From an optimization exercise on the open Yosys and OpenROAD flow, aimed at small area and a short achievable clock period; shortcuts taken in it are not production practice.
The RTL was checked by simulation tests, not by an equivalence proof against the original design.
Power and IR drop assume default switching activity.

==> flow/flow/run.sh <==
#!/bin/bash
# The standard layout, with three changes: the port buffers are the
# smallest buffer (buf_1) instead of the default; after floorplan every
# logic cell is set to its smallest drive strength (flow/downsize.tcl);
# after placement the cells on the critical paths are sized up again
# (flow/size.tcl).
set -euo pipefail
here=$(pwd)
export BUFFER_PORTS_ARGS="-buffer_cell sky130_fd_sc_hd__buf_1"
export POST_FLOORPLAN_TCL="$here/flow/downsize.tcl"
export POST_RESIZE_TCL="$here/flow/size.tcl"
bash standard.sh > "$here/flow_standard.log" 2>&1
==> flow/config.mk <==
export PLATFORM = sky130hd
export DESIGN_NAME = arbiter_rr
export DESIGN_NICKNAME = arbiter_rr
export VERILOG_FILES = /design/flow/design.v
export SDC_FILE = /design/flow/constraint.sdc
export NUM_CORES = 4
export LEC_CHECK = 0
export CAP_MARGIN = 20
export CORE_MARGIN = 2
export CORE_UTILIZATION = 40
export CTS_BUF_LIST = sky130_fd_sc_hd__clkbuf_2
export SETUP_SLACK_MARGIN = 0.3
export SLEW_MARGIN = 20
export SYNTH_HIERARCHICAL = 1
export SYNTH_MINIMUM_KEEP_SIZE = 0
==> flow/flow/downsize.tcl <==
# Hook run after floorplan: set every logic cell to its smallest drive
# strength where that is smaller. Synthesis maps each gate on its own and
# picks stronger cells than the loads need; flow/size.tcl then upsizes
# the cells that timing needs, once the cells are placed.
set db [ord::get_db]
set n 0
foreach inst [[ord::get_db_block] getInsts] {
  set master [$inst getMaster]
  set name [$master getName]
  if {[regexp {^(sky130_fd_sc_hd__[a-z0-9]+)_([0-9]+)$} $name -> base size] && $size > 1} {
    set small [$db findMaster ${base}_1]
    if {$small ne "NULL"
        && [$small getWidth] * [$small getHeight] < [$master getWidth] * [$master getHeight]} {
      $inst swapMaster $small
      incr n
    }
  }
}
puts "downsize: $n cells set to drive strength 1"
==> flow/flow/size.tcl <==
# Hook run after placement and its design repair: give the drivers of the
# high-fanout nets on the request-to-grant paths a stronger cell.
set ::db [ord::get_db]
set ::block [ord::get_db_block]
proc size_driver {net_name size} {
  set net [$::block findNet $net_name]
  if {$net eq "NULL"} { puts "size: no net $net_name"; return }
  foreach iterm [$net getITerms] {
    if {[$iterm isOutputSignal]} {
      set inst [$iterm getInst]
      set name [[$inst getMaster] getName]
      regexp {^(sky130_fd_sc_hd__[a-z0-9]+)_[0-9]+$} $name -> base
      set big [$::db findMaster ${base}_$size]
      if {$big ne "NULL"} {
        $inst swapMaster $big
        puts "size: $net_name driver [$inst getName] $name -> ${base}_$size"
      }
    }
  }
}
foreach g {0 1 2 3 4 5 6 7} {
  size_driver nz$g 4

}
size_driver nhap 4
size_driver nanyg 4
size_driver sp1 2
foreach n {h12 h34 h56} { size_driver $n 2 }
foreach n {sp2 sp3 sp4 sp5 sp6 sp7} { size_driver $n 4 }
foreach n {m12 m34 m56} { size_driver $n 2 }
foreach g {0 1 2 3 4 5 6 7} { size_driver eqm$g 2 }
foreach n {kr0 kr1 kr2} { size_driver $n 4 }
# the flip-flops of the pointer row bits drive the row decode
foreach inst [$::block getInsts] {
  if {[regexp {^nk\\?\[[345]\\?\]\$_DFF} [$inst getName]]} {
    set name [[$inst getMaster] getName]
    regexp {^(sky130_fd_sc_hd__[a-z0-9]+)_[0-9]+$} $name -> base
    $inst swapMaster [$::db findMaster ${base}_4]
    puts "size: [$inst getName] $name -> ${base}_4"
  }
}
==> flow/standard.sh <==
#!/bin/bash
# synth_recipe.tcl (not shown) runs the flow's synth.tcl, then flattens the netlist and writes it again
# the make line also repeats each setting of config.mk as NAME=value (left out here)
make -C /OpenROAD-flow-scripts/flow DESIGN_CONFIG=/design/flow/config.mk WORK_HOME=/design/flow/orfs CLKGATE_MAP_FILE= SYNTH_SCRIPT=/design/flow/synth_recipe.tcl "${@:-finish}"
==> flow/design.v <==
module arb_a21o (input a1, a2, b1, output y);
    assign y = a1 & a2 | b1;
endmodule
module arb_a21oi (input a1, a2, b1, output y);
    assign y = ~(a1 & a2 | b1);
endmodule
module arb_a22oi (input a1, a2, b1, b2, output y);
    assign y = ~(a1 & a2 | b1 & b2);
endmodule
module arb_a32o (input a1, a2, a3, b1, b2, output y);
    assign y = a1 & a2 & a3 | b1 & b2;
endmodule
module arb_a41oi (input a1, a2, a3, a4, b1, output y);
    assign y = ~(a1 & a2 & a3 & a4 | b1);
endmodule
module arb_and2 (input a, b, output y);
    assign y = a & b;
endmodule
module arb_and2b (input an, b, output y);
    assign y = ~an & b;
endmodule
module arb_and3 (input a, b, c, output y);
    assign y = a & b & c;
endmodule
module arb_and3b (input an, b, c, output y);
    assign y = ~an & b & c;
endmodule
module arb_and4 (input a, b, c, d, output y);
    assign y = a & b & c & d;
endmodule
module arb_and4b (input an, b, c, d, output y);
    assign y = ~an & b & c & d;
endmodule
module arb_inv (input a, output y);
    assign y = ~a;
endmodule
module arb_nand2 (input a, b, output y);
    assign y = ~(a & b);
endmodule
module arb_nand2b (input an, b, output y);
    assign y = ~(~an & b);
endmodule
module arb_nand3 (input a, b, c, output y);
    assign y = ~(a & b & c);
endmodule
module arb_nand4 (input a, b, c, d, output y);
    assign y = ~(a & b & c & d);
endmodule
module arb_nand4b (input an, b, c, d, output y);
    assign y = ~(~an & b & c & d);
endmodule
module arb_nor2 (input a, b, output y);
    assign y = ~(a | b);
endmodule
module arb_nor2b (input a, bn, output y);
    assign y = ~a & bn;
endmodule
module arb_nor3 (input a, b, c, output y);
    assign y = ~(a | b | c);
endmodule
module arb_nor4 (input a, b, c, d, output y);
    assign y = ~(a | b | c | d);
endmodule
module arb_o21a (input a1, a2, b1, output y);
    assign y = (a1 | a2) & b1;
endmodule
module arb_o21ai (input a1, a2, b1, output y);
    assign y = ~((a1 | a2) & b1);
endmodule
module arbiter_rr #(
    parameter WIDTH = 64
)(
    input               clk,
    input               rst,
    input   [WIDTH-1:0] req,
    output  [WIDTH-1:0] grant
);
    reg  [5:0] nk;
    wire [5:0] nkn;
    wire a0;
    wire a1;
    wire a2;
    wire a3;
    wire a4;
    wire a5;
    wire a6;
    wire a7;
    wire anyr;
    wire cw1_a;
    wire cw1_b;
    wire cw2_a;
    wire cw2_b;
    wire cw3_a;
    wire cw3_b;
    wire cw4_a;
    wire cw4_b;
    wire cw5_a;
    wire cw5_b;
    wire cw6_a;
    wire cw6_b;
    wire cw7_a;
    wire cw7_b;
    wire eq0;
    wire eq1;
    wire eq2;
    wire eq3;
    wire eq4;
    wire eq5;
    wire eq6;
    wire eq7;
    wire eqm0;
    wire eqm1;
    wire eqm2;
    wire eqm3;
    wire eqm4;
    wire eqm5;
    wire eqm6;
    wire eqm7;
    wire gt2;
    wire gt3;
    wire gt5;
    wire gt6;
    wire gt7;
    wire h12;
    wire h34;
    wire h56;
    wire hap;
    wire kc2;
    wire kr0;
    wire kr1;
    wire kr2;
    wire le1;
    wire le2;
    wire le3;
    wire le5;
    wire le6;
    wire le7;
    wire m12;
    wire m34;
    wire m56;
    wire na03;
    wire na47;
    wire nag1;
    wire nag2;
    wire nag3;
    wire nag4;
    wire nag5;
    wire nag6;
    wire nag7;
    wire nanyg;
    wire nhap;
    wire nk1;
    wire nk2;
    wire nk3;
    wire nk4;
    wire nk5;
    wire nk6;
    wire nk7;
    wire npa1;
    wire npa2;
    wire npa3;
    wire npa4;
    wire npa5;
    wire npa6;
    wire npa7;
    wire npg3;
    wire npg4;
    wire npg5;
    wire npg6;
    wire npg7;
    wire nq0;
    wire nq1;
    wire nq2;
    wire nq3;
    wire nrw1;
    wire nrw2;
    wire nrw3;
    wire nrw4;
    wire nrw5;
    wire nrw6;
    wire nrw7;
    wire ntl1;
    wire ntl2;
    wire ntl3;
    wire ntl5;
    wire ntl6;
    wire ntl7;
    wire nwc0;
    wire nwc1;
    wire nwc2;
    wire nwr0;
    wire nwr1;
    wire nwr2;
    wire nz0;
    wire nz1;
    wire nz2;
    wire nz3;
    wire nz4;
    wire nz5;
    wire nz6;
    wire nz7;
    wire pa4;
    wire pa46;
    wire px1_0;
    wire px1_1;
    wire px1_2;
    wire px1_3;
    wire px2_0;
    wire px2_1;
    wire px2_2;
    wire px2_3;
    wire px3_0;
    wire px3_1;
    wire px3_2;
    wire px3_3;
    wire px4_0;
    wire px4_1;
    wire px4_2;
    wire px4_3;
    wire px5_0;
    wire px5_1;
    wire px5_2;
    wire px5_3;
    wire px6_0;
    wire px6_1;
    wire px6_2;
    wire px6_3;
    wire px7_0;
    wire px7_1;
    wire px7_2;
    wire px7_3;
    wire r0_n23;
    wire r0_n45;
    wire r0_n67;
    wire r0_nl1;
    wire r0_nl2;
    wire r0_nl3;
    wire r0_nl4;
    wire r0_nl5;
    wire r0_nl6;
    wire r0_nl7;
    wire r0_o4;
    wire r1_n23;
    wire r1_n45;
    wire r1_n67;
    wire r1_nl1;
    wire r1_nl2;
    wire r1_nl3;
    wire r1_nl4;
    wire r1_nl5;
    wire r1_nl6;
    wire r1_nl7;
    wire r1_o4;
    wire r2_n23;
    wire r2_n45;
    wire r2_n67;
    wire r2_nl1;
    wire r2_nl2;
    wire r2_nl3;
    wire r2_nl4;
    wire r2_nl5;
    wire r2_nl6;
    wire r2_nl7;
    wire r2_o4;
    wire r3_n23;
    wire r3_n45;
    wire r3_n67;
    wire r3_nl1;
    wire r3_nl2;
    wire r3_nl3;
    wire r3_nl4;
    wire r3_nl5;
    wire r3_nl6;
    wire r3_nl7;
    wire r3_o4;
    wire r4_n23;
    wire r4_n45;
    wire r4_n67;
    wire r4_nl1;
    wire r4_nl2;
    wire r4_nl3;
    wire r4_nl4;
    wire r4_nl5;
    wire r4_nl6;
    wire r4_nl7;
    wire r4_o4;
    wire r5_n23;
    wire r5_n45;
    wire r5_n67;
    wire r5_nl1;
    wire r5_nl2;
    wire r5_nl3;
    wire r5_nl4;
    wire r5_nl5;
    wire r5_nl6;
    wire r5_nl7;
    wire r5_o4;
    wire r6_n23;
    wire r6_n45;
    wire r6_n67;
    wire r6_nl1;
    wire r6_nl2;
    wire r6_nl3;
    wire r6_nl4;
    wire r6_nl5;
    wire r6_nl6;
    wire r6_nl7;
    wire r6_o4;
    wire r7_n23;
    wire r7_n45;
    wire r7_n67;
    wire r7_nl1;
    wire r7_nl2;
    wire r7_nl3;
    wire r7_nl4;
    wire r7_nl5;
    wire r7_nl6;
    wire r7_nl7;
    wire r7_o4;
    wire rh1;
    wire rh2;
    wire rh3;
    wire rh4;
    wire rh5;
    wire rh6;
    wire rh7;
    wire s12;
    wire s123;
    wire s1234;
    wire s34;
    wire s45;
    wire s456;
    wire s567;
    wire sp1;
    wire sp2;
    wire sp3;
    wire sp4;
    wire sp5;
    wire sp6;
    wire sp7;
    wire t23;
    wire t45;
    wire wc0_a;
    wire wc0_b;
    wire wc1_a;
    wire wc1_b;
    wire wc2_a;
    wire wc2_b;
    arb_inv u1 (.a(nk[3]), .y(kr0));
    arb_inv u2 (.a(nk[4]), .y(kr1));
    arb_inv u3 (.a(nk[5]), .y(kr2));
    arb_inv u4 (.a(nk[2]), .y(kc2));
    arb_nand2 u5 (.a(nk[4]), .b(nk[3]), .y(nq0));
    arb_nand2 u6 (.a(nk[4]), .b(kr0), .y(nq1));
    arb_nand2 u7 (.a(kr1), .b(nk[3]), .y(nq2));
    arb_nand2 u8 (.a(kr1), .b(kr0), .y(nq3));
    arb_nor2 u9 (.a(nq0), .b(kr2), .y(eq0));
    arb_nor2 u10 (.a(nq0), .b(kr2), .y(eqm0));
    arb_nor2 u11 (.a(nq1), .b(kr2), .y(eq1));
    arb_nor2 u12 (.a(nq1), .b(kr2), .y(eqm1));
    arb_nor2 u13 (.a(nq2), .b(kr2), .y(eq2));
    arb_nor2 u14 (.a(nq2), .b(kr2), .y(eqm2));
    arb_nor2 u15 (.a(nq3), .b(kr2), .y(eq3));
    arb_nor2 u16 (.a(nq3), .b(kr2), .y(eqm3));
    arb_nor2 u17 (.a(nq0), .b(nk[5]), .y(eq4));
    arb_nor2 u18 (.a(nq0), .b(nk[5]), .y(eqm4));
    arb_nor2 u19 (.a(nq1), .b(nk[5]), .y(eq5));
    arb_nor2 u20 (.a(nq1), .b(nk[5]), .y(eqm5));
    arb_nor2 u21 (.a(nq2), .b(nk[5]), .y(eq6));
    arb_nor2 u22 (.a(nq2), .b(nk[5]), .y(eqm6));
    arb_nor2 u23 (.a(nq3), .b(nk[5]), .y(eq7));
    arb_nor2 u24 (.a(nq3), .b(nk[5]), .y(eqm7));
    arb_nor2 u25 (.a(kr2), .b(kr1), .y(gt2));
    arb_a21oi u26 (.a1(kr1), .a2(kr0), .b1(kr2), .y(gt3));
    arb_o21ai u27 (.a1(kr1), .a2(kr0), .b1(kr2), .y(gt5));
    arb_nand2 u28 (.a(kr2), .b(kr1), .y(gt6));
    arb_nand3 u29 (.a(kr2), .b(kr1), .c(kr0), .y(gt7));
    arb_nand3 u30 (.a(nk[5]), .b(nk[4]), .c(nk[3]), .y(le1));
    arb_nand2 u31 (.a(nk[5]), .b(nk[4]), .y(le2));
    arb_o21ai u32 (.a1(nk[4]), .a2(nk[3]), .b1(nk[5]), .y(le3));
    arb_a21oi u33 (.a1(nk[4]), .a2(nk[3]), .b1(nk[5]), .y(le5));
    arb_nor2 u34 (.a(nk[5]), .b(nk[4]), .y(le6));
    arb_nor3 u35 (.a(nk[5]), .b(nk[4]), .c(nk[3]), .y(le7));
    arb_nand3 u36 (.a(nk[2]), .b(nk[1]), .c(nk[0]), .y(ntl1));
    arb_nand2 u37 (.a(nk[2]), .b(nk[1]), .y(ntl2));
    arb_o21ai u38 (.a1(nk[1]), .a2(nk[0]), .b1(nk[2]), .y(ntl3));
    arb_a21oi u39 (.a1(nk[1]), .a2(nk[0]), .b1(nk[2]), .y(ntl5));
    arb_nor2 u40 (.a(nk[2]), .b(nk[1]), .y(ntl6));
    arb_nor3 u41 (.a(nk[2]), .b(nk[1]), .c(nk[0]), .y(ntl7));
    arb_inv u42 (.a(req[0]), .y(r0_nl1));
    arb_nor2 u43 (.a(req[0]), .b(req[1]), .y(r0_nl2));
    arb_nor3 u44 (.a(req[0]), .b(req[1]), .c(req[2]), .y(r0_nl3));
    arb_nor2 u45 (.a(req[2]), .b(req[3]), .y(r0_n23));
    arb_nand2 u46 (.a(r0_nl2), .b(r0_n23), .y(r0_o4));
    arb_inv u47 (.a(r0_o4), .y(r0_nl4));
    arb_nor2 u48 (.a(r0_o4), .b(req[4]), .y(r0_nl5));
    arb_nor3 u49 (.a(r0_o4), .b(req[4]), .c(req[5]), .y(r0_nl6));
    arb_nor4 u50 (.a(r0_o4), .b(req[4]), .c(req[5]), .d(req[6]), .y(r0_nl7));
    arb_nor2 u51 (.a(req[4]), .b(req[5]), .y(r0_n45));
    arb_nor2 u52 (.a(req[6]), .b(req[7]), .y(r0_n67));
    arb_nand4 u53 (.a(r0_nl2), .b(r0_n23), .c(r0_n45), .d(r0_n67), .y(a0));
    arb_inv u54 (.a(req[8]), .y(r1_nl1));
    arb_nor2 u55 (.a(req[8]), .b(req[9]), .y(r1_nl2));
    arb_nor3 u56 (.a(req[8]), .b(req[9]), .c(req[10]), .y(r1_nl3));
    arb_nor2 u57 (.a(req[10]), .b(req[11]), .y(r1_n23));
    arb_nand2 u58 (.a(r1_nl2), .b(r1_n23), .y(r1_o4));
    arb_inv u59 (.a(r1_o4), .y(r1_nl4));
    arb_nor2 u60 (.a(r1_o4), .b(req[12]), .y(r1_nl5));
    arb_nor3 u61 (.a(r1_o4), .b(req[12]), .c(req[13]), .y(r1_nl6));
    arb_nor4 u62 (.a(r1_o4), .b(req[12]), .c(req[13]), .d(req[14]), .y(r1_nl7));
    arb_nor2 u63 (.a(req[12]), .b(req[13]), .y(r1_n45));
    arb_nor2 u64 (.a(req[14]), .b(req[15]), .y(r1_n67));
    arb_nand4 u65 (.a(r1_nl2), .b(r1_n23), .c(r1_n45), .d(r1_n67), .y(a1));
    arb_inv u66 (.a(req[16]), .y(r2_nl1));
    arb_nor2 u67 (.a(req[16]), .b(req[17]), .y(r2_nl2));
    arb_nor3 u68 (.a(req[16]), .b(req[17]), .c(req[18]), .y(r2_nl3));
    arb_nor2 u69 (.a(req[18]), .b(req[19]), .y(r2_n23));
    arb_nand2 u70 (.a(r2_nl2), .b(r2_n23), .y(r2_o4));
    arb_inv u71 (.a(r2_o4), .y(r2_nl4));
    arb_nor2 u72 (.a(r2_o4), .b(req[20]), .y(r2_nl5));
    arb_nor3 u73 (.a(r2_o4), .b(req[20]), .c(req[21]), .y(r2_nl6));
    arb_nor4 u74 (.a(r2_o4), .b(req[20]), .c(req[21]), .d(req[22]), .y(r2_nl7));
    arb_nor2 u75 (.a(req[20]), .b(req[21]), .y(r2_n45));
    arb_nor2 u76 (.a(req[22]), .b(req[23]), .y(r2_n67));
    arb_nand4 u77 (.a(r2_nl2), .b(r2_n23), .c(r2_n45), .d(r2_n67), .y(a2));
    arb_inv u78 (.a(req[24]), .y(r3_nl1));
    arb_nor2 u79 (.a(req[24]), .b(req[25]), .y(r3_nl2));
    arb_nor3 u80 (.a(req[24]), .b(req[25]), .c(req[26]), .y(r3_nl3));
    arb_nor2 u81 (.a(req[26]), .b(req[27]), .y(r3_n23));
    arb_nand2 u82 (.a(r3_nl2), .b(r3_n23), .y(r3_o4));
    arb_inv u83 (.a(r3_o4), .y(r3_nl4));
    arb_nor2 u84 (.a(r3_o4), .b(req[28]), .y(r3_nl5));
    arb_nor3 u85 (.a(r3_o4), .b(req[28]), .c(req[29]), .y(r3_nl6));
    arb_nor4 u86 (.a(r3_o4), .b(req[28]), .c(req[29]), .d(req[30]), .y(r3_nl7));
    arb_nor2 u87 (.a(req[28]), .b(req[29]), .y(r3_n45));
    arb_nor2 u88 (.a(req[30]), .b(req[31]), .y(r3_n67));
    arb_nand4 u89 (.a(r3_nl2), .b(r3_n23), .c(r3_n45), .d(r3_n67), .y(a3));
    arb_inv u90 (.a(req[32]), .y(r4_nl1));
    arb_nor2 u91 (.a(req[32]), .b(req[33]), .y(r4_nl2));
    arb_nor3 u92 (.a(req[32]), .b(req[33]), .c(req[34]), .y(r4_nl3));
    arb_nor2 u93 (.a(req[34]), .b(req[35]), .y(r4_n23));
    arb_nand2 u94 (.a(r4_nl2), .b(r4_n23), .y(r4_o4));
    arb_inv u95 (.a(r4_o4), .y(r4_nl4));
    arb_nor2 u96 (.a(r4_o4), .b(req[36]), .y(r4_nl5));
    arb_nor3 u97 (.a(r4_o4), .b(req[36]), .c(req[37]), .y(r4_nl6));
    arb_nor4 u98 (.a(r4_o4), .b(req[36]), .c(req[37]), .d(req[38]), .y(r4_nl7));
    arb_nor2 u99 (.a(req[36]), .b(req[37]), .y(r4_n45));
    arb_nor2 u100 (.a(req[38]), .b(req[39]), .y(r4_n67));
    arb_nand4 u101 (.a(r4_nl2), .b(r4_n23), .c(r4_n45), .d(r4_n67), .y(a4));
    arb_inv u102 (.a(req[40]), .y(r5_nl1));
    arb_nor2 u103 (.a(req[40]), .b(req[41]), .y(r5_nl2));
    arb_nor3 u104 (.a(req[40]), .b(req[41]), .c(req[42]), .y(r5_nl3));
    arb_nor2 u105 (.a(req[42]), .b(req[43]), .y(r5_n23));
    arb_nand2 u106 (.a(r5_nl2), .b(r5_n23), .y(r5_o4));
    arb_inv u107 (.a(r5_o4), .y(r5_nl4));
    arb_nor2 u108 (.a(r5_o4), .b(req[44]), .y(r5_nl5));
    arb_nor3 u109 (.a(r5_o4), .b(req[44]), .c(req[45]), .y(r5_nl6));
    arb_nor4 u110 (.a(r5_o4), .b(req[44]), .c(req[45]), .d(req[46]), .y(r5_nl7));
    arb_nor2 u111 (.a(req[44]), .b(req[45]), .y(r5_n45));
    arb_nor2 u112 (.a(req[46]), .b(req[47]), .y(r5_n67));
    arb_nand4 u113 (.a(r5_nl2), .b(r5_n23), .c(r5_n45), .d(r5_n67), .y(a5));
    arb_inv u114 (.a(req[48]), .y(r6_nl1));
    arb_nor2 u115 (.a(req[48]), .b(req[49]), .y(r6_nl2));
    arb_nor3 u116 (.a(req[48]), .b(req[49]), .c(req[50]), .y(r6_nl3));
    arb_nor2 u117 (.a(req[50]), .b(req[51]), .y(r6_n23));
    arb_nand2 u118 (.a(r6_nl2), .b(r6_n23), .y(r6_o4));
    arb_inv u119 (.a(r6_o4), .y(r6_nl4));
    arb_nor2 u120 (.a(r6_o4), .b(req[52]), .y(r6_nl5));
    arb_nor3 u121 (.a(r6_o4), .b(req[52]), .c(req[53]), .y(r6_nl6));
    arb_nor4 u122 (.a(r6_o4), .b(req[52]), .c(req[53]), .d(req[54]), .y(r6_nl7));
    arb_nor2 u123 (.a(req[52]), .b(req[53]), .y(r6_n45));
    arb_nor2 u124 (.a(req[54]), .b(req[55]), .y(r6_n67));
    arb_nand4 u125 (.a(r6_nl2), .b(r6_n23), .c(r6_n45), .d(r6_n67), .y(a6));
    arb_inv u126 (.a(req[56]), .y(r7_nl1));
    arb_nor2 u127 (.a(req[56]), .b(req[57]), .y(r7_nl2));
    arb_nor3 u128 (.a(req[56]), .b(req[57]), .c(req[58]), .y(r7_nl3));
    arb_nor2 u129 (.a(req[58]), .b(req[59]), .y(r7_n23));
    arb_nand2 u130 (.a(r7_nl2), .b(r7_n23), .y(r7_o4));
    arb_inv u131 (.a(r7_o4), .y(r7_nl4));
    arb_nor2 u132 (.a(r7_o4), .b(req[60]), .y(r7_nl5));
    arb_nor3 u133 (.a(r7_o4), .b(req[60]), .c(req[61]), .y(r7_nl6));
    arb_nor4 u134 (.a(r7_o4), .b(req[60]), .c(req[61]), .d(req[62]), .y(r7_nl7));
    arb_nor2 u135 (.a(req[60]), .b(req[61]), .y(r7_n45));
    arb_nor2 u136 (.a(req[62]), .b(req[63]), .y(r7_n67));
    arb_nand4 u137 (.a(r7_nl2), .b(r7_n23), .c(r7_n45), .d(r7_n67), .y(a7));
    arb_a22oi u138 (.a1(eqm0), .a2(req[1]), .b1(eqm1), .b2(req[9]), .y(px1_0));
    arb_a22oi u139 (.a1(eqm2), .a2(req[17]), .b1(eqm3), .b2(req[25]), .y(px1_1));
    arb_a22oi u140 (.a1(eqm4), .a2(req[33]), .b1(eqm5), .b2(req[41]), .y(px1_2));
    arb_a22oi u141 (.a1(eqm6), .a2(req[49]), .b1(eqm7), .b2(req[57]), .y(px1_3));
    arb_a41oi u142 (.a1(px1_0), .a2(px1_1), .a3(px1_2), .a4(px1_3), .b1(ntl1), .y(rh1));
    arb_a22oi u143 (.a1(eqm0), .a2(req[2]), .b1(eqm1), .b2(req[10]), .y(px2_0));
    arb_a22oi u144 (.a1(eqm2), .a2(req[18]), .b1(eqm3), .b2(req[26]), .y(px2_1));
    arb_a22oi u145 (.a1(eqm4), .a2(req[34]), .b1(eqm5), .b2(req[42]), .y(px2_2));
    arb_a22oi u146 (.a1(eqm6), .a2(req[50]), .b1(eqm7), .b2(req[58]), .y(px2_3));
    arb_a41oi u147 (.a1(px2_0), .a2(px2_1), .a3(px2_2), .a4(px2_3), .b1(ntl2), .y(rh2));
    arb_a22oi u148 (.a1(eqm0), .a2(req[3]), .b1(eqm1), .b2(req[11]), .y(px3_0));
    arb_a22oi u149 (.a1(eqm2), .a2(req[19]), .b1(eqm3), .b2(req[27]), .y(px3_1));
    arb_a22oi u150 (.a1(eqm4), .a2(req[35]), .b1(eqm5), .b2(req[43]), .y(px3_2));
    arb_a22oi u151 (.a1(eqm6), .a2(req[51]), .b1(eqm7), .b2(req[59]), .y(px3_3));
    arb_a41oi u152 (.a1(px3_0), .a2(px3_1), .a3(px3_2), .a4(px3_3), .b1(ntl3), .y(rh3));
    arb_a22oi u153 (.a1(eqm0), .a2(req[4]), .b1(eqm1), .b2(req[12]), .y(px4_0));
    arb_a22oi u154 (.a1(eqm2), .a2(req[20]), .b1(eqm3), .b2(req[28]), .y(px4_1));
    arb_a22oi u155 (.a1(eqm4), .a2(req[36]), .b1(eqm5), .b2(req[44]), .y(px4_2));
    arb_a22oi u156 (.a1(eqm6), .a2(req[52]), .b1(eqm7), .b2(req[60]), .y(px4_3));
    arb_a41oi u157 (.a1(px4_0), .a2(px4_1), .a3(px4_2), .a4(px4_3), .b1(kc2), .y(rh4));
    arb_a22oi u158 (.a1(eqm0), .a2(req[5]), .b1(eqm1), .b2(req[13]), .y(px5_0));
    arb_a22oi u159 (.a1(eqm2), .a2(req[21]), .b1(eqm3), .b2(req[29]), .y(px5_1));
    arb_a22oi u160 (.a1(eqm4), .a2(req[37]), .b1(eqm5), .b2(req[45]), .y(px5_2));
    arb_a22oi u161 (.a1(eqm6), .a2(req[53]), .b1(eqm7), .b2(req[61]), .y(px5_3));
    arb_a41oi u162 (.a1(px5_0), .a2(px5_1), .a3(px5_2), .a4(px5_3), .b1(ntl5), .y(rh5));
    arb_a22oi u163 (.a1(eqm0), .a2(req[6]), .b1(eqm1), .b2(req[14]), .y(px6_0));
    arb_a22oi u164 (.a1(eqm2), .a2(req[22]), .b1(eqm3), .b2(req[30]), .y(px6_1));
    arb_a22oi u165 (.a1(eqm4), .a2(req[38]), .b1(eqm5), .b2(req[46]), .y(px6_2));
    arb_a22oi u166 (.a1(eqm6), .a2(req[54]), .b1(eqm7), .b2(req[62]), .y(px6_3));
    arb_a41oi u167 (.a1(px6_0), .a2(px6_1), .a3(px6_2), .a4(px6_3), .b1(ntl6), .y(rh6));
    arb_a22oi u168 (.a1(eqm0), .a2(req[7]), .b1(eqm1), .b2(req[15]), .y(px7_0));
    arb_a22oi u169 (.a1(eqm2), .a2(req[23]), .b1(eqm3), .b2(req[31]), .y(px7_1));
    arb_a22oi u170 (.a1(eqm4), .a2(req[39]), .b1(eqm5), .b2(req[47]), .y(px7_2));
    arb_a22oi u171 (.a1(eqm6), .a2(req[55]), .b1(eqm7), .b2(req[63]), .y(px7_3));
    arb_a41oi u172 (.a1(px7_0), .a2(px7_1), .a3(px7_2), .a4(px7_3), .b1(ntl7), .y(rh7));
    arb_a41oi u173 (.a1(px1_0), .a2(px1_1), .a3(px1_2), .a4(px1_3), .b1(ntl1), .y(sp1));
    arb_nor2 u174 (.a(rh1), .b(rh2), .y(m12));
    arb_nor2 u175 (.a(rh3), .b(rh4), .y(m34));
    arb_nor2 u176 (.a(rh5), .b(rh6), .y(m56));
    arb_and2b u177 (.an(rh1), .b(rh2), .y(sp2));
    arb_and2 u178 (.a(rh3), .b(m12), .y(sp3));
    arb_and3b u179 (.an(rh3), .b(rh4), .c(m12), .y(sp4));
    arb_and3 u180 (.a(rh5), .b(m12), .c(m34), .y(sp5));
    arb_and4b u181 (.an(rh5), .b(rh6), .c(m12), .d(m34), .y(sp6));
    arb_and4 u182 (.a(rh7), .b(m12), .c(m34), .d(m56), .y(sp7));
    arb_nand4b u183 (.an(rh7), .b(m12), .c(m34), .d(m56), .y(hap));
    arb_nor2 u184 (.a(rh1), .b(rh2), .y(h12));
    arb_nor2 u185 (.a(rh3), .b(rh4), .y(h34));
    arb_nor2 u186 (.a(rh5), .b(rh6), .y(h56));
    arb_and4b u187 (.an(rh7), .b(h12), .c(h34), .d(h56), .y(nhap));
    arb_nand2 u188 (.a(a1), .b(eq0), .y(nag1));
    arb_nand2 u189 (.a(a2), .b(gt2), .y(nag2));
    arb_nand2 u190 (.a(a3), .b(gt3), .y(nag3));
    arb_nand2 u191 (.a(a4), .b(nk[5]), .y(nag4));
    arb_nand2 u192 (.a(a5), .b(gt5), .y(nag5));
    arb_nand2 u193 (.a(a6), .b(gt6), .y(nag6));
    arb_nand2 u194 (.a(a7), .b(gt7), .y(nag7));
    arb_nand2 u195 (.a(nag1), .b(nag2), .y(s12));
    arb_nand3 u196 (.a(nag1), .b(nag2), .c(nag3), .y(s123));
    arb_nand2 u197 (.a(nag3), .b(nag4), .y(s34));
    arb_nand2 u198 (.a(nag4), .b(nag5), .y(s45));
    arb_nand3 u199 (.a(nag4), .b(nag5), .c(nag6), .y(s456));
    arb_nand4 u200 (.a(nag1), .b(nag2), .c(nag3), .d(nag4), .y(s1234));
    arb_nand3 u201 (.a(nag5), .b(nag6), .c(nag7), .y(s567));
    arb_inv u202 (.a(s12), .y(npg3));
    arb_inv u203 (.a(s123), .y(npg4));
    arb_nor2 u204 (.a(s12), .b(s34), .y(npg5));
    arb_nor2 u205 (.a(s123), .b(s45), .y(npg6));
    arb_nor2 u206 (.a(s123), .b(s456), .y(npg7));
    arb_nor2 u207 (.a(s1234), .b(s567), .y(nanyg));
    arb_inv u208 (.a(a0), .y(npa1));
    arb_nor2 u209 (.a(a0), .b(a1), .y(npa2));
    arb_nor3 u210 (.a(a0), .b(a1), .c(a2), .y(npa3));
    arb_nor2 u211 (.a(a2), .b(a3), .y(t23));
    arb_nand2 u212 (.a(npa2), .b(t23), .y(pa4));
    arb_inv u213 (.a(pa4), .y(npa4));
    arb_nor2 u214 (.a(pa4), .b(a4), .y(npa5));
    arb_nor2 u215 (.a(a4), .b(a5), .y(t45));
    arb_nor2b u216 (.a(pa4), .bn(t45), .y(npa6));
    arb_nand2b u217 (.an(a6), .b(t45), .y(pa46));
    arb_nor2 u218 (.a(pa4), .b(pa46), .y(npa7));
    arb_a21o u219 (.a1(nanyg), .a2(npa1), .b1(eq0), .y(nk1));
    arb_a32o u220 (.a1(le2), .a2(nanyg), .a3(npa2), .b1(gt2), .b2(nag1), .y(nk2));
    arb_a32o u221 (.a1(le3), .a2(nanyg), .a3(npa3), .b1(gt3), .b2(npg3), .y(nk3));
    arb_a32o u222 (.a1(kr2), .a2(nanyg), .a3(npa4), .b1(nk[5]), .b2(npg4), .y(nk4));
    arb_a32o u223 (.a1(le5), .a2(nanyg), .a3(npa5), .b1(gt5), .b2(npg5), .y(nk5));
    arb_a32o u224 (.a1(le6), .a2(nanyg), .a3(npa6), .b1(gt6), .b2(npg6), .y(nk6));
    arb_a32o u225 (.a1(le7), .a2(nanyg), .a3(npa7), .b1(gt7), .b2(npg7), .y(nk7));
    arb_and2 u226 (.a(nhap), .b(nanyg), .y(nz0));
    arb_and2 u227 (.a(nhap), .b(nk1), .y(nz1));
    arb_and2 u228 (.a(nhap), .b(nk2), .y(nz2));
    arb_and2 u229 (.a(nhap), .b(nk3), .y(nz3));
    arb_and2 u230 (.a(nhap), .b(nk4), .y(nz4));
    arb_and2 u231 (.a(nhap), .b(nk5), .y(nz5));
    arb_and2 u232 (.a(nhap), .b(nk6), .y(nz6));
    arb_and2 u233 (.a(nhap), .b(nk7), .y(nz7));
    arb_and2 u234 (.a(req[0]), .b(nz0), .y(grant[0]));
    arb_a32o u235 (.a1(req[1]), .a2(r0_nl1), .a3(nz0), .b1(eq0), .b2(sp1), .y(grant[1]));
    arb_a32o u236 (.a1(req[2]), .a2(r0_nl2), .a3(nz0), .b1(eq0), .b2(sp2), .y(grant[2]));
    arb_a32o u237 (.a1(req[3]), .a2(r0_nl3), .a3(nz0), .b1(eq0), .b2(sp3), .y(grant[3]));
    arb_a32o u238 (.a1(req[4]), .a2(r0_nl4), .a3(nz0), .b1(eq0), .b2(sp4), .y(grant[4]));
    arb_a32o u239 (.a1(req[5]), .a2(r0_nl5), .a3(nz0), .b1(eq0), .b2(sp5), .y(grant[5]));
    arb_a32o u240 (.a1(req[6]), .a2(r0_nl6), .a3(nz0), .b1(eq0), .b2(sp6), .y(grant[6]));
    arb_a32o u241 (.a1(req[7]), .a2(r0_nl7), .a3(nz0), .b1(eq0), .b2(sp7), .y(grant[7]));
    arb_and2 u242 (.a(req[8]), .b(nz1), .y(grant[8]));
    arb_a32o u243 (.a1(req[9]), .a2(r1_nl1), .a3(nz1), .b1(eq1), .b2(sp1), .y(grant[9]));
    arb_a32o u244 (.a1(req[10]), .a2(r1_nl2), .a3(nz1), .b1(eq1), .b2(sp2), .y(grant[10]));
    arb_a32o u245 (.a1(req[11]), .a2(r1_nl3), .a3(nz1), .b1(eq1), .b2(sp3), .y(grant[11]));
    arb_a32o u246 (.a1(req[12]), .a2(r1_nl4), .a3(nz1), .b1(eq1), .b2(sp4), .y(grant[12]));
    arb_a32o u247 (.a1(req[13]), .a2(r1_nl5), .a3(nz1), .b1(eq1), .b2(sp5), .y(grant[13]));
    arb_a32o u248 (.a1(req[14]), .a2(r1_nl6), .a3(nz1), .b1(eq1), .b2(sp6), .y(grant[14]));
    arb_a32o u249 (.a1(req[15]), .a2(r1_nl7), .a3(nz1), .b1(eq1), .b2(sp7), .y(grant[15]));
    arb_and2 u250 (.a(req[16]), .b(nz2), .y(grant[16]));
    arb_a32o u251 (.a1(req[17]), .a2(r2_nl1), .a3(nz2), .b1(eq2), .b2(sp1), .y(grant[17]));
    arb_a32o u252 (.a1(req[18]), .a2(r2_nl2), .a3(nz2), .b1(eq2), .b2(sp2), .y(grant[18]));
    arb_a32o u253 (.a1(req[19]), .a2(r2_nl3), .a3(nz2), .b1(eq2), .b2(sp3), .y(grant[19]));
    arb_a32o u254 (.a1(req[20]), .a2(r2_nl4), .a3(nz2), .b1(eq2), .b2(sp4), .y(grant[20]));
    arb_a32o u255 (.a1(req[21]), .a2(r2_nl5), .a3(nz2), .b1(eq2), .b2(sp5), .y(grant[21]));
    arb_a32o u256 (.a1(req[22]), .a2(r2_nl6), .a3(nz2), .b1(eq2), .b2(sp6), .y(grant[22]));
    arb_a32o u257 (.a1(req[23]), .a2(r2_nl7), .a3(nz2), .b1(eq2), .b2(sp7), .y(grant[23]));
    arb_and2 u258 (.a(req[24]), .b(nz3), .y(grant[24]));
    arb_a32o u259 (.a1(req[25]), .a2(r3_nl1), .a3(nz3), .b1(eq3), .b2(sp1), .y(grant[25]));
    arb_a32o u260 (.a1(req[26]), .a2(r3_nl2), .a3(nz3), .b1(eq3), .b2(sp2), .y(grant[26]));
    arb_a32o u261 (.a1(req[27]), .a2(r3_nl3), .a3(nz3), .b1(eq3), .b2(sp3), .y(grant[27]));
    arb_a32o u262 (.a1(req[28]), .a2(r3_nl4), .a3(nz3), .b1(eq3), .b2(sp4), .y(grant[28]));
    arb_a32o u263 (.a1(req[29]), .a2(r3_nl5), .a3(nz3), .b1(eq3), .b2(sp5), .y(grant[29]));
    arb_a32o u264 (.a1(req[30]), .a2(r3_nl6), .a3(nz3), .b1(eq3), .b2(sp6), .y(grant[30]));
    arb_a32o u265 (.a1(req[31]), .a2(r3_nl7), .a3(nz3), .b1(eq3), .b2(sp7), .y(grant[31]));
    arb_and2 u266 (.a(req[32]), .b(nz4), .y(grant[32]));
    arb_a32o u267 (.a1(req[33]), .a2(r4_nl1), .a3(nz4), .b1(eq4), .b2(sp1), .y(grant[33]));
    arb_a32o u268 (.a1(req[34]), .a2(r4_nl2), .a3(nz4), .b1(eq4), .b2(sp2), .y(grant[34]));
    arb_a32o u269 (.a1(req[35]), .a2(r4_nl3), .a3(nz4), .b1(eq4), .b2(sp3), .y(grant[35]));
    arb_a32o u270 (.a1(req[36]), .a2(r4_nl4), .a3(nz4), .b1(eq4), .b2(sp4), .y(grant[36]));
    arb_a32o u271 (.a1(req[37]), .a2(r4_nl5), .a3(nz4), .b1(eq4), .b2(sp5), .y(grant[37]));
    arb_a32o u272 (.a1(req[38]), .a2(r4_nl6), .a3(nz4), .b1(eq4), .b2(sp6), .y(grant[38]));
    arb_a32o u273 (.a1(req[39]), .a2(r4_nl7), .a3(nz4), .b1(eq4), .b2(sp7), .y(grant[39]));
    arb_and2 u274 (.a(req[40]), .b(nz5), .y(grant[40]));
    arb_a32o u275 (.a1(req[41]), .a2(r5_nl1), .a3(nz5), .b1(eq5), .b2(sp1), .y(grant[41]));
    arb_a32o u276 (.a1(req[42]), .a2(r5_nl2), .a3(nz5), .b1(eq5), .b2(sp2), .y(grant[42]));
    arb_a32o u277 (.a1(req[43]), .a2(r5_nl3), .a3(nz5), .b1(eq5), .b2(sp3), .y(grant[43]));
    arb_a32o u278 (.a1(req[44]), .a2(r5_nl4), .a3(nz5), .b1(eq5), .b2(sp4), .y(grant[44]));
    arb_a32o u279 (.a1(req[45]), .a2(r5_nl5), .a3(nz5), .b1(eq5), .b2(sp5), .y(grant[45]));
    arb_a32o u280 (.a1(req[46]), .a2(r5_nl6), .a3(nz5), .b1(eq5), .b2(sp6), .y(grant[46]));
    arb_a32o u281 (.a1(req[47]), .a2(r5_nl7), .a3(nz5), .b1(eq5), .b2(sp7), .y(grant[47]));
    arb_and2 u282 (.a(req[48]), .b(nz6), .y(grant[48]));
    arb_a32o u283 (.a1(req[49]), .a2(r6_nl1), .a3(nz6), .b1(eq6), .b2(sp1), .y(grant[49]));
    arb_a32o u284 (.a1(req[50]), .a2(r6_nl2), .a3(nz6), .b1(eq6), .b2(sp2), .y(grant[50]));
    arb_a32o u285 (.a1(req[51]), .a2(r6_nl3), .a3(nz6), .b1(eq6), .b2(sp3), .y(grant[51]));
    arb_a32o u286 (.a1(req[52]), .a2(r6_nl4), .a3(nz6), .b1(eq6), .b2(sp4), .y(grant[52]));
    arb_a32o u287 (.a1(req[53]), .a2(r6_nl5), .a3(nz6), .b1(eq6), .b2(sp5), .y(grant[53]));
    arb_a32o u288 (.a1(req[54]), .a2(r6_nl6), .a3(nz6), .b1(eq6), .b2(sp6), .y(grant[54]));
    arb_a32o u289 (.a1(req[55]), .a2(r6_nl7), .a3(nz6), .b1(eq6), .b2(sp7), .y(grant[55]));
    arb_and2 u290 (.a(req[56]), .b(nz7), .y(grant[56]));
    arb_a32o u291 (.a1(req[57]), .a2(r7_nl1), .a3(nz7), .b1(eq7), .b2(sp1), .y(grant[57]));
    arb_a32o u292 (.a1(req[58]), .a2(r7_nl2), .a3(nz7), .b1(eq7), .b2(sp2), .y(grant[58]));
    arb_a32o u293 (.a1(req[59]), .a2(r7_nl3), .a3(nz7), .b1(eq7), .b2(sp3), .y(grant[59]));
    arb_a32o u294 (.a1(req[60]), .a2(r7_nl4), .a3(nz7), .b1(eq7), .b2(sp4), .y(grant[60]));
    arb_a32o u295 (.a1(req[61]), .a2(r7_nl5), .a3(nz7), .b1(eq7), .b2(sp5), .y(grant[61]));
    arb_a32o u296 (.a1(req[62]), .a2(r7_nl6), .a3(nz7), .b1(eq7), .b2(sp6), .y(grant[62]));
    arb_a32o u297 (.a1(req[63]), .a2(r7_nl7), .a3(nz7), .b1(eq7), .b2(sp7), .y(grant[63]));
    arb_a22oi u298 (.a1(a1), .a2(nz1), .b1(eq1), .b2(hap), .y(nrw1));
    arb_a22oi u299 (.a1(a2), .a2(nz2), .b1(eq2), .b2(hap), .y(nrw2));
    arb_a22oi u300 (.a1(a3), .a2(nz3), .b1(eq3), .b2(hap), .y(nrw3));
    arb_a22oi u301 (.a1(a4), .a2(nz4), .b1(eq4), .b2(hap), .y(nrw4));
    arb_a22oi u302 (.a1(a5), .a2(nz5), .b1(eq5), .b2(hap), .y(nrw5));
    arb_a22oi u303 (.a1(a6), .a2(nz6), .b1(eq6), .b2(hap), .y(nrw6));
    arb_a22oi u304 (.a1(a7), .a2(nz7), .b1(eq7), .b2(hap), .y(nrw7));
    arb_and4 u305 (.a(nrw1), .b(nrw3), .c(nrw5), .d(nrw7), .y(nwr0));
    arb_and4 u306 (.a(nrw2), .b(nrw3), .c(nrw6), .d(nrw7), .y(nwr1));
    arb_and4 u307 (.a(nrw4), .b(nrw5), .c(nrw6), .d(nrw7), .y(nwr2));
    arb_nor4 u308 (.a(grant[1]), .b(grant[9]), .c(grant[17]), .d(grant[25]), .y(cw1_a));
    arb_nor4 u309 (.a(grant[33]), .b(grant[41]), .c(grant[49]), .d(grant[57]), .y(cw1_b));
    arb_nor4 u310 (.a(grant[2]), .b(grant[10]), .c(grant[18]), .d(grant[26]), .y(cw2_a));
    arb_nor4 u311 (.a(grant[34]), .b(grant[42]), .c(grant[50]), .d(grant[58]), .y(cw2_b));
    arb_nor4 u312 (.a(grant[3]), .b(grant[11]), .c(grant[19]), .d(grant[27]), .y(cw3_a));
    arb_nor4 u313 (.a(grant[35]), .b(grant[43]), .c(grant[51]), .d(grant[59]), .y(cw3_b));
    arb_nor4 u314 (.a(grant[4]), .b(grant[12]), .c(grant[20]), .d(grant[28]), .y(cw4_a));
    arb_nor4 u315 (.a(grant[36]), .b(grant[44]), .c(grant[52]), .d(grant[60]), .y(cw4_b));
    arb_nor4 u316 (.a(grant[5]), .b(grant[13]), .c(grant[21]), .d(grant[29]), .y(cw5_a));
    arb_nor4 u317 (.a(grant[37]), .b(grant[45]), .c(grant[53]), .d(grant[61]), .y(cw5_b));
    arb_nor4 u318 (.a(grant[6]), .b(grant[14]), .c(grant[22]), .d(grant[30]), .y(cw6_a));
    arb_nor4 u319 (.a(grant[38]), .b(grant[46]), .c(grant[54]), .d(grant[62]), .y(cw6_b));
    arb_nor4 u320 (.a(grant[7]), .b(grant[15]), .c(grant[23]), .d(grant[31]), .y(cw7_a));
    arb_nor4 u321 (.a(grant[39]), .b(grant[47]), .c(grant[55]), .d(grant[63]), .y(cw7_b));
    arb_nand4 u322 (.a(cw1_a), .b(cw1_b), .c(cw3_a), .d(cw3_b), .y(wc0_a));
    arb_nand4 u323 (.a(cw5_a), .b(cw5_b), .c(cw7_a), .d(cw7_b), .y(wc0_b));
    arb_nor2 u324 (.a(wc0_a), .b(wc0_b), .y(nwc0));
    arb_nand4 u325 (.a(cw2_a), .b(cw2_b), .c(cw3_a), .d(cw3_b), .y(wc1_a));
    arb_nand4 u326 (.a(cw6_a), .b(cw6_b), .c(cw7_a), .d(cw7_b), .y(wc1_b));
    arb_nor2 u327 (.a(wc1_a), .b(wc1_b), .y(nwc1));
    arb_nand4 u328 (.a(cw4_a), .b(cw4_b), .c(cw5_a), .d(cw5_b), .y(wc2_a));
    arb_nand4 u329 (.a(cw6_a), .b(cw6_b), .c(cw7_a), .d(cw7_b), .y(wc2_b));
    arb_nor2 u330 (.a(wc2_a), .b(wc2_b), .y(nwc2));
    arb_nor4 u331 (.a(a0), .b(a1), .c(a2), .d(a3), .y(na03));
    arb_nor4 u332 (.a(a4), .b(a5), .c(a6), .d(a7), .y(na47));
    arb_nand2 u333 (.a(na03), .b(na47), .y(anyr));
    arb_o21a u334 (.a1(anyr), .a2(nk[0]), .b1(nwc0), .y(nkn[0]));
    arb_o21a u335 (.a1(anyr), .a2(nk[3]), .b1(nwr0), .y(nkn[3]));
    arb_o21a u336 (.a1(anyr), .a2(nk[1]), .b1(nwc1), .y(nkn[1]));
    arb_o21a u337 (.a1(anyr), .a2(nk[4]), .b1(nwr1), .y(nkn[4]));
    arb_o21a u338 (.a1(anyr), .a2(nk[2]), .b1(nwc2), .y(nkn[2]));
    arb_o21a u339 (.a1(anyr), .a2(nk[5]), .b1(nwr2), .y(nkn[5]));
    always @(posedge clk or negedge rst) begin
        if (!rst)
            nk <= 6'd0;
        else
            nk <= nkn;
    end
endmodule
==> flow/constraint.sdc <==
create_clock -name core_clock -period 6.5 [get_ports {clk}]
set_input_delay 1.3000 -clock core_clock [delete_from_list [all_inputs] [get_ports {clk}]]
set_output_delay 1.3000 -clock core_clock [all_outputs]
set_load 0.01 [all_outputs]
==> notes.md, run 1 <==
clk sinks=6; Gate Count Post-Synth=344; Worst Clk Skew=0.00471 ns; worst reg2reg setup slack=2.60 ns; critical path launch point type=input port; Crit Path Category=input port to output port; CTS Hold Bufs=0; Seq/Total Area, Yosys=0.0548; post-route setup TNS=0 ns; Period Utilization, post-route=0.716; Synth top area share=0.226; Residual DRC=0; port bufs=129; Reg2Reg Capture Point=nk[0]; layout cells sized above 1=0.0860; EDFF count, synth=0; synthesized area=0.00274 mm²; largest net degree at the start of global routing=18; Crit path arrival time=3.35 ns; setup bufs post-CTS=0; critical path peak fanout=9; post-DR wirelength/cell=20.9 µm; Slew headroom=0.473; commonest non-fill, non-tap cell in the layout=buf_1; cells on worst reg2reg path=13; Num CTS Buffers=3; VDD IR max=120 µV; DP Area=0.00294 mm²; Initial Utilization=0.408; CTS tree=done; Post-Synth Simple-Gate Area=0.445; multiplexer share of the synthesized area=0; Syn Nets=410; initial antenna violation count=0; Placer Congestion=0.999; Diodes inserted=0; Total Wirelength=11600 µm; met2 Usage GRT=0.463; Adder-Cell Fraction of Synth Area=0; final instance area=0.00296 mm²; Hold Startpoint=nk[0]; FP Rows=30; number of global-route vias before repair=3361; CTS root buf=clkbuf_2; Final Max Tran Viols=0; xor and xnor area share after synthesis=0; first-pass GRT wire length=17800 µm; Area contributors post-synth=a32o_1 23%, a22oi_2 16%, nor4_2 11%; area delta synth->final=7.85%; CP Capture Type=output port; Clock Latency Late Sink=0.23 ns; die height=86.8 µm; die area=0.00753 mm²; Distinct cells, synth=23; max_cap viols=0; overall global routing resource usage=0.296; Starting DRT DRC Count=349; GR Util met1=0.401; leakage power=0.975 nW; worst min-delay path category=flop to flop; synth warn=7; Biggest register=nk; mean post-synth cell area=7.97 µm²; nets=544; global routing's busiest layer=met2; largest family of logic cells by synthesized area=compound AO/OA/AOI/OAI gates; Vias/cell=6.84; Max Buffers Root-to-Sink=2; Final min period=4.65 ns; top flop regs=nk x6; Final setup viols=0; Crit Reg-Reg Startpoint=nk[3]; Overflow after GRT=0; CTS resizes=0; Worst Hold Endpoint=nk[0]; RSZ-0062 raised after global routing=no; fin util=0.440; Worst Tran Pin Value=0.787 ns; DRT Pass-1 Iters=5; max reg flops=6; die width=86.8 µm; area leader, netlist=a32o_1; Fin. Hold Viols=0; post-synthesis compound-gate area fraction=0.468; met3 usage=0.0781; Post-DP HPWL=9430 µm; CTS clock-pin slew for the worst setup and hold paths=0.06 ns; async set-or-reset flop fraction in the synthesized netlist=1.00; WHS=0.615 ns; Vias=3811; predominant post-synthesis flop cell=dfrtp_1; commonest cells after routing, fill and taps aside=129 x buf_1, 62 x nor2_1, 62 x a32o_1; hold path depth=1; antenna-violating nets left=0; required time worst endpoint=5.20 ns; f_max=0.215 GHz; core footprint=0.00672 mm²; status=complete, no violations; pwr dens=395 mW/mm²; #FFs+latches synth=6; H-tree Lvls=1; boundary pin count=130
==> worst max path at each step <==
stage / slack (ns) / from / end / cells after the start
after floorplan: 2.23 / req[9] / grant[33] / 8
after global placement: 1.52 / req[33] / grant[37] / 10
after detailed placement: 1.90 / req[33] / grant[36] / 10
after CTS: 1.90 / req[33] / grant[36] / 10
after global routing: 1.69 / req[33] / grant[60] / 10
final: 1.85 / req[33] / grant[36] / 10
==> synth_stat cells (4+ instances only) <==
master / number
a22oi_2: 35
a32o_1: 62
a41oi_2: 8
and2_1: 17
and4_1: 4
dfrtp_1: 6
inv_1: 24
nand2_1: 27
nand3_1: 5
nand4_1: 15
nor2_1: 77
nor3_2: 19
nor4_2: 24
o21a_1: 6
==> layout make-up <==
class / count / area, µm²
flip-flops and latches: 6 / 161
inverters: 24 / 97.6
clock buffers: 4 / 20.0
repair buffers: 129 / 484
multi-input cells: 314 / 2090
well taps: 80 / 100
fillers: 743 / 3760
==> per-stage QoR <==
| stage | cells | worst slack (ns) | total power (W) |
|---|---|---|---|
| after floorplan | 344 | 2.23 | 0.000818 |
| after global routing | 557 | 1.69 | 0.00124 |
| after detailed placement | 553 | 1.90 | 0.00110 |
| final | 557 | 1.85 | 0.00117 |
| after global placement | 553 | 1.52 | 0.000988 |
| after CTS | 557 | 1.90 | 0.00114 |
==> modules after synthesis (local to each module, per instance), a selection <==
module      flops+latches  area [µm²]  times used  cells
arb_a32o                0        10.0          62      1
arb_a21oi               0        8.76           3      1
arb_a21o                0        7.51           1      1
arb_nand2b              0        6.26           1      1
arb_nor4                0        12.5          24      1
arb_a22oi               0        12.5          35      1
arb_nand3               0        5.00           5      1
arb_o21ai               0        5.00           3      1
arb_nor3                0        10.0          19      1
arb_nor2b               0        13.8           1      1
arb_and4                0        8.76           4      1
arb_nand4               0        6.26          15      1
==> worst max-delay path, cell delays in order <==
cell and delay [ns]:
buf_1 0.12, nor2_1 0.20, nand4_1 0.28, nand2_1 0.24, nand4_1 0.16, nor2_4 0.22
a32o_1 0.22, and2_4 0.21, a32o_1 0.23, buf_1 0.17
==> metal layers <==
layer  up-vias  wire [µm]  part of all wire
met5         -          0                 0
met1      1737       4610              0.40
met3        34       1640              0.14
met2       333       5070              0.44
met4         0        316             0.027
li1       1707          -                 -
==> report_power, final <==
group / leakage, nW / switching, W / internal (W)
Clock: 0.0166 / 0.0000150 / 0.0000163
Sequential: 0.0629 / 0.0000547 / 0.0000672
Combinational: 0.896 / 0.000660 / 0.000355
==> cells by family (layout without fill, tap and decap cells) <==
family,count (synthesis),count (layout)
buffers and inverters,24,157
AOI/OAI and AO/OA,118,118
DFF,6,6
and+or+nand+nor,196,196
==> inputs of run 2 (changes only) <==
--- a/flow/flow/size.tcl
+++ b/flow/flow/size.tcl
@@ -24,10 +24,7 @@
 }
 size_driver nhap 4
 size_driver nanyg 4
-size_driver sp1 2
 foreach n {h12 h34 h56} { size_driver $n 2 }
-foreach n {sp2 sp3 sp4 sp5 sp6 sp7} { size_driver $n 4 }
-foreach n {m12 m34 m56} { size_driver $n 2 }
 foreach g {0 1 2 3 4 5 6 7} { size_driver eqm$g 2 }
 foreach n {kr0 kr1 kr2} { size_driver $n 4 }
 # the flip-flops of the pointer row bits drive the row decode
==> notes.md, run 2 <==
Seq pwr share=0.111 (+0.007); CTS root buf=clkbuf_2; Overflow after GRT=0 (unchanged); Distinct cells, synth=23 (unchanged); Post-DP HPWL=9340 µm (-0.99%); top flop regs=nk x6; predominant post-synthesis flop cell=dfrtp_1; CTS resizes=0 (unchanged); Net Sw Frac=0.635 (+0.0108); hold path depth=1 (unchanged); Final setup viols=0 (unchanged); WHS=0.640 ns (+0.0243 ns); EDFF count, synth=0 (unchanged); boundary pin count=130 (unchanged); worst min-delay path category=flop to flop; slowest stage cell on the critical path=nand4_1; Worst Tran Pin Value=0.895 ns (+0.108 ns); clk sinks=6 (unchanged); f_max=0.214 GHz (-0.61%); Clock Latency Late Sink=0.23 ns (about the same); Crit path arrival time=3.38 ns (+0.03 ns); Power, Total=0.00112 W (-4.3%); critical path launch point type=input port; cells along the critical path=buf_1 > nor2_1 > nand4_1 > nand2_1 > nand4_1 > nor2_4 > a32o_1 > and2_4 > a32o_1 > buf_1; CTS tree=done; Sw Pwr=0.000710 W (-2.6%); Vias/cell=6.83 (-0.16%); RSZ-0062 raised after global routing=no; Placer Congestion=0.999 (unchanged); Vias=3805 (-0.16%); overall global routing resource usage=0.292 (-0.00368); Initial Utilization=0.408 (unchanged); Gate Count Post-Synth=344 (unchanged); Worst path top cell family by delay=simple AND/OR/NAND/NOR gates; clock share of power=0.028 (about the same); die area=0.00753 mm² (unchanged); WP buf/inv=2 (unchanged); max reg flops=6 (unchanged); pwr dens=383 mW/mm² (-3.0%); commonest cells after routing, fill and taps aside=129 x buf_1, 65 x nor2_1, 62 x a32o_1; Max Buffers Root-to-Sink=2 (unchanged); CTS Hold Bufs=0 (unchanged); layout cells sized above 1=0.0650 (-0.0210); most frequent cell after synthesis=nor2_1; H-tree Lvls=1 (unchanged); synth warn=7 (unchanged); post-DR wirelength/cell=20.8 µm (-0.44%); antenna-violating nets left=0 (unchanged); Slew headroom=0.395 (-0.0781); max_cap viols=0 (unchanged); setup bufs post-CTS=0 (unchanged); critical path peak fanout=9 (unchanged); status=complete, no violations; synthesized area=0.00274 mm² (unchanged); Biggest register=nk; commonest non-fill, non-tap cell in the layout=buf_1; port bufs=129 (unchanged); Crit Reg-Reg Startpoint=nk[4]; Comb pwr share=0.862 (-0.007); Internal=0.000408 W (-7.0%); Fin. Hold Viols=0 (unchanged); first-pass GRT wire length=17500 µm (-1.3%); worst reg2reg setup slack=2.70 ns (+0.10 ns); mean post-synth cell area=7.97 µm² (unchanged); Total Wirelength=11600 µm (-0.44%); CTS clock-pin slew for the worst setup and hold paths=0.06 ns (about the same); CP peak stage delay=0.29 ns (about the same); area delta synth->final=6.39%; Hold Startpoint=nk[0]; Final Max Tran Viols=0 (unchanged); CP Capture Type=output port; Commonest cells post-synth=77 x nor2_1, 62 x a32o_1, 35 x a22oi_2; Synth top area share=0.226 (unchanged); leakage power=0.975 nW (about the same); die width=86.8 µm (unchanged); Period Utilization, post-route=0.720 (+0.00440); #FFs+latches synth=6 (unchanged); Final min period=4.68 ns (+0.0286 ns); nets=544 (unchanged); Worst Clk Skew=0.0114 ns (+0.00667 ns); area leader, netlist=a32o_1; Crit Path Category=input port to output port; Starting DRT DRC Count=404 (+16%); Reg2Reg Capture Point=nk[1]; number of global-route vias before repair=3252 (-3.2%); post-route setup TNS=0 ns (unchanged); Syn Nets=410 (unchanged); async set-or-reset flop fraction in the synthesized netlist=1.00 (unchanged); Cells after DPL=553 (unchanged); Residual DRC=0 (unchanged); VDD IR max=117 µV (-3.0%); cells on worst reg2reg path=12 (-1); core footprint=0.00672 mm² (unchanged); die height=86.8 µm (unchanged); Diodes inserted=0 (unchanged); Seq/Total Area, Yosys=0.0548 (unchanged); fin cells=557 (unchanged); largest net degree at the start of global routing=18 (unchanged); FP Rows=30 (unchanged); Area contributors post-synth=a32o_1 23%, a22oi_2 16%, nor4_2 11%; Worst Hold Endpoint=nk[0]; DRT Pass-1 Iters=6 (+1); Num CTS Buffers=3 (unchanged); required time worst endpoint=5.20 ns (about the same); initial antenna violation count=0 (unchanged)
run 2: kinds of logic after synthesis:
kind of cell	synth area share
compound gates	0.468
simple gates	0.445
buf+inv	0.0329
flops	0.0548
run 2: worst max path at each step:
stage / startpoint / to / slack, ns / cells after the start
after floorplan: req[9] / grant[33] / 2.23 / 8
after global placement: req[33] / grant[37] / 1.52 / 10
after detailed placement: req[33] / grant[36] / 1.90 / 10
after CTS: req[33] / grant[36] / 1.89 / 10
after global routing: req[33] / grant[25] / 1.73 / 10
final: req[33] / grant[36] / 1.82 / 10
run 2: routing by layer:
metal,global-route usage,part of all wire
met1,0.424,0.42
met3,0.0410,0.12
met4,0.0426,0.016
met5,0,0
met2,0.466,0.44
run 2: Yosys stat by module (local to each module, per instance), a selection:
module / cells / cell area (µm²) / times used
arb_nand2: 1 / 3.75 / 27
arb_nor4: 1 / 12.5 / 24
arb_nand2b: 1 / 6.26 / 1
arb_and4b: 1 / 10.0 / 2
arb_a22oi: 1 / 12.5 / 35
arb_a21oi: 1 / 8.76 / 3
arb_o21a: 1 / 7.51 / 6
arb_a41oi: 1 / 16.3 / 8
run 2: power by group through the flow:
stage                     clock network, W  registers [W]  logic (W)
after floorplan                          0      0.0000985   0.000720
after global placement                   0       0.000108   0.000880
after detailed placement                 0       0.000122   0.000929
after CTS                        0.0000322       0.000121   0.000932
after global routing             0.0000345       0.000125    0.00102
final                            0.0000309       0.000124   0.000963
run 2: stage by stage:
step           utilization  setup slack (ns)  area (µm²)
6_report             0.434              1.82        2920
2_1_floorplan            -              2.23        2740
4_1_cts              0.434              1.89        2920
5_1_grt              0.434              1.73        2920
3_5_place_dp         0.431              1.90        2900
3_3_place_gp         0.420              1.52        2820
run 2: layout make-up:
class | count | area, µm²
tap | 80 | 100
inverter | 24 | 97.6
fill | 747 | 3800
timing repair buffer | 129 | 484
sequential | 6 | 161
clock buffer | 4 | 20.0
multi-input combinational | 314 | 2050
==> inputs of run 3 (changes only) <==
--- a/flow/flow/size.tcl
+++ b/flow/flow/size.tcl
@@ -24,15 +24,7 @@
 }
 size_driver nhap 4
 size_driver nanyg 4
+size_driver sp1 2
 foreach n {h12 h34 h56} { size_driver $n 2 }
-foreach g {0 1 2 3 4 5 6 7} { size_driver eqm$g 2 }
-foreach n {kr0 kr1 kr2} { size_driver $n 4 }
-# the flip-flops of the pointer row bits drive the row decode
-foreach inst [$::block getInsts] {
-  if {[regexp {^nk\\?\[[345]\\?\]\$_DFF} [$inst getName]]} {
-    set name [[$inst getMaster] getName]
-    regexp {^(sky130_fd_sc_hd__[a-z0-9]+)_[0-9]+$} $name -> base
-    $inst swapMaster [$::db findMaster ${base}_4]
-    puts "size: [$inst getName] $name -> ${base}_4"
-  }
-}
+foreach n {sp2 sp3 sp4 sp5 sp6 sp7} { size_driver $n 4 }
+foreach n {m12 m34 m56} { size_driver $n 2 }
==> notes.md, run 3 <==
status=complete, no violations; Post-DP HPWL=9380 µm (+0.50%); Crit path arrival time=3.50 ns (+0.12 ns); Worst Clk Skew=0.00380 ns (-0.00758 ns); die area=0.00753 mm² (unchanged); Comb pwr share=0.882 (+0.020); Worst Tran Pin Value=0.710 ns (-0.185 ns); clk sinks=6 (unchanged); EDFF count, synth=0 (unchanged); CTS resizes=0 (unchanged); most frequent cell after synthesis=nor2_1; M1 wire length=4760 µm (-3.1%); Sw Pwr=0.000721 W (+1.5%); commonest non-fill, non-tap cell in the layout=buf_1; max reg flops=6 (unchanged); overall global routing resource usage=0.293 (+0.00112); Final min period=4.80 ns (+0.119 ns); Seq/Total Area, Yosys=0.0548 (unchanged); Commonest cells post-synth=77 x nor2_1, 62 x a32o_1, 35 x a22oi_2; slowest stage cell on the critical path=dfrtp_1; Total Wirelength=11700 µm (+0.71%); metal2 WL=5160 µm (+1.2%); die height=86.8 µm (unchanged); Final setup viols=0 (unchanged); FP Rows=30 (unchanged); Starting DRT DRC Count=386 (-4.5%); largest net degree at the start of global routing=18 (unchanged); post-route setup TNS=0 ns (unchanged); post-DR wirelength/cell=21.0 µm (+0.89%); post-synthesis compound-gate area fraction=0.468 (unchanged); worst reg2reg setup slack=2.10 ns (-0.60 ns); Syn Nets=410 (unchanged); CTS tree=done; CTS clock-pin slew for the worst setup and hold paths=0.07 ns (about the same); initial antenna violation count=0 (unchanged); antenna-violating nets left=0 (unchanged); fin util=0.434 (-0.000558); Diodes inserted=0 (unchanged); RSZ-0062 raised after global routing=no; nets=544 (unchanged); xor and xnor area share after synthesis=0 (unchanged); Worst setup startpoint=nk[5]; Final Max Tran Viols=0 (unchanged); Post-Synth Simple-Gate Area=0.445 (unchanged); predominant post-synthesis flop cell=dfrtp_1; Area contributors post-synth=a32o_1 23%, a22oi_2 16%, nor4_2 11%; area leader, netlist=a32o_1; Net Sw Frac=0.630 (-0.00498); f_max=0.208 GHz (-2.5%); Vias/cell=6.83 (about the same); CP Capture Type=output port; Residual DRC=0 (unchanged); Initial Utilization=0.408 (unchanged); Period Utilization, post-route=0.738 (+0.0183); critical path launch point type=flop; multiplexer share of the synthesized area=0 (unchanged); DRT Pass-1 Iters=6 (unchanged); Top Metal Used=met4; CP Depth=9 (-1); Biggest register=nk; required time worst endpoint=5.20 ns (about the same); boundary pin count=130 (unchanged); Seq pwr share=0.095 (-0.016); largest family of logic cells by synthesized area=compound AO/OA/AOI/OAI gates; first-pass GRT wire length=17600 µm (+0.51%); Overflow after GRT=0 (unchanged); port bufs=129 (unchanged); worst min-delay path category=flop to flop; area delta synth->final=6.25%; Vias=3795 (-0.26%); setup bufs post-CTS=0 (unchanged); Fin. Hold Viols=0 (unchanged); Adder-Cell Fraction of Synth Area=0 (unchanged); CTS root buf=clkbuf_2; Worst path top cell family by delay=compound AO/OA/AOI/OAI gates; Crit Reg-Reg Startpoint=nk[5]; max_cap viols=0 (unchanged); core footprint=0.00672 mm² (unchanged); Synth top area share=0.226 (unchanged); cells on worst reg2reg path=12 (unchanged); layout cells sized above 1=0.0546 (-0.0104); die width=86.8 µm (unchanged); WP buf/inv=2 (unchanged); routed wl met3=1520 µm (+9.5%); pwr dens=393 mW/mm² (+2.4%); CP peak stage delay=0.68 ns (+0.39 ns); commonest cells after routing, fill and taps aside=129 x buf_1, 70 x nor2_1, 62 x a32o_1; Num CTS Buffers=3 (unchanged); cells along the critical path=inv_1 > nor2_1 > a22oi_1 > a41oi_1 > nor2_2 > and4b_4 > and2_4 > a32o_1 > buf_1; Crit Path Category=flop to output port; H-tree Lvls=1 (unchanged); CP endpoint=grant[10]; Distinct cells, synth=23 (unchanged); number of global-route vias before repair=3330 (+2.4%); Internal=0.000423 W (+3.7%); Max Buffers Root-to-Sink=2 (unchanged); async set-or-reset flop fraction in the synthesized netlist=1.00 (unchanged); mean post-synth cell area=7.97 µm² (unchanged); Slew headroom=0.525 (+0.130); synthesized area=0.00274 mm² (unchanged); Clock Latency Late Sink=0.22 ns (about the same); VDD IR max=123 µV (+5.7%); critical path peak fanout=17 (+8); top flop regs=nk x6; #FFs+latches synth=6 (unchanged); synth warn=7 (unchanged); leakage power=0.980 nW (+0.55%); Reg2Reg Capture Point=nk[2]; clock share of power=0.023 (-0.005); Gate Count Post-Synth=344 (unchanged); CTS Hold Bufs=0 (unchanged); Placer Congestion=0.999 (unchanged)
run 3: cells by family after synthesis:
logic type             count (synthesis)
and+or+nand+nor                      196
AOI/OAI and AO/OA                    118
buffers and inverters                 24
DFF                                    6
run 3: power by group through the flow:
stage / clock network, W / logic [W] / registers (W)
floorplan: 0 / 0.000720 / 0.0000985
global placement: 0 / 0.000880 / 0.000108
detailed placement: 0 / 0.000968 / 0.000109
CTS: 0.0000279 / 0.000972 / 0.000107
global route: 0.0000286 / 0.00106 / 0.000111
finish: 0.0000266 / 0.00101 / 0.000108
run 3: modules after synthesis, one instance, submodules excluded, excerpt:
module	cells	flip-flops and latches	copies in the design
arb_a22oi	1	0	35
arb_o21ai	1	0	3
arb_nand4	1	0	15
arb_a21o	1	0	1
arb_o21a	1	0	6
arb_nand2	1	0	27
arb_and2	1	0	17
arb_and4b	1	0	2
arb_nor4	1	0	24
arb_inv	1	0	24
arb_a32o	1	0	62
arb_nor2	1	0	77
arb_nor3	1	0	19
arb_nand2b	1	0	1
run 3: area by class of cell:
type                            count  area, µm²
Clock buffer                        3       15.0
Fill cell                         724       3810
Inverter                           24       90.1
Multi-Input combinational cell    314       2070
Sequential cell                     6        150
Tap cell                           80        100
Timing Repair Buffer              129        484
run 3: worst min path at each step:
stage               startpoint     to  slack, ns  cells past startpoint
floorplan                nk[0]  nk[0]       0.56                      1
global placement         nk[0]  nk[0]       0.60                      1
detailed placement       nk[0]  nk[0]       0.61                      1
CTS                      nk[0]  nk[0]       0.62                      1
global route             nk[0]  nk[0]       0.63                      1
finish                   nk[0]  nk[0]       0.62                      1
run 3: worst register-to-register path: stages, from the launching register on:
cell and delay, ns:
dfrtp_1 0.68, inv_1 0.35, nor2_1 0.48, a22oi_1 0.25
a41oi_1 0.53, nor2_2 0.06, and4b_4 0.27, and2_4 0.21
a32o_1 0.28, nor4_1 0.60, nand4_1 0.16, nor2_1 0.30
o21a_1 0.17
run 3: metal layers:
| layer | up-vias | global-route usage |
|---|---|---|
| met5 | - | 0 |
| met4 | 0 | 0.0710 |
| met3 | 22 | 0.0705 |
| met2 | 319 | 0.463 |
| met1 | 1756 | 0.401 |
| li1 | 1698 | - |
run 3: through the flow:
stage          std cells  hold WS (ns)  instance area, µm²  total power [W]  setup slack (ns)
2_1_floorplan        344         0.563                2740         0.000818              2.23
4_1_cts              556         0.623                2910          0.00111              1.81
6_report             556         0.623                2910          0.00114              1.70
3_3_place_gp         553         0.600                2820         0.000988              1.52
5_1_grt              556         0.629                2910          0.00120              1.59
3_5_place_dp         553         0.606                2900          0.00108              1.91

Re-timed with assumed drivers on the ports (clkbuf_16 on the clock, buf_2 on other inputs), run 3 has 1.681 ns of setup slack against 1.702 ns with ideal ports, and 1.834 ns once port delays also move by the mid clock arrival of 0.238 ns.
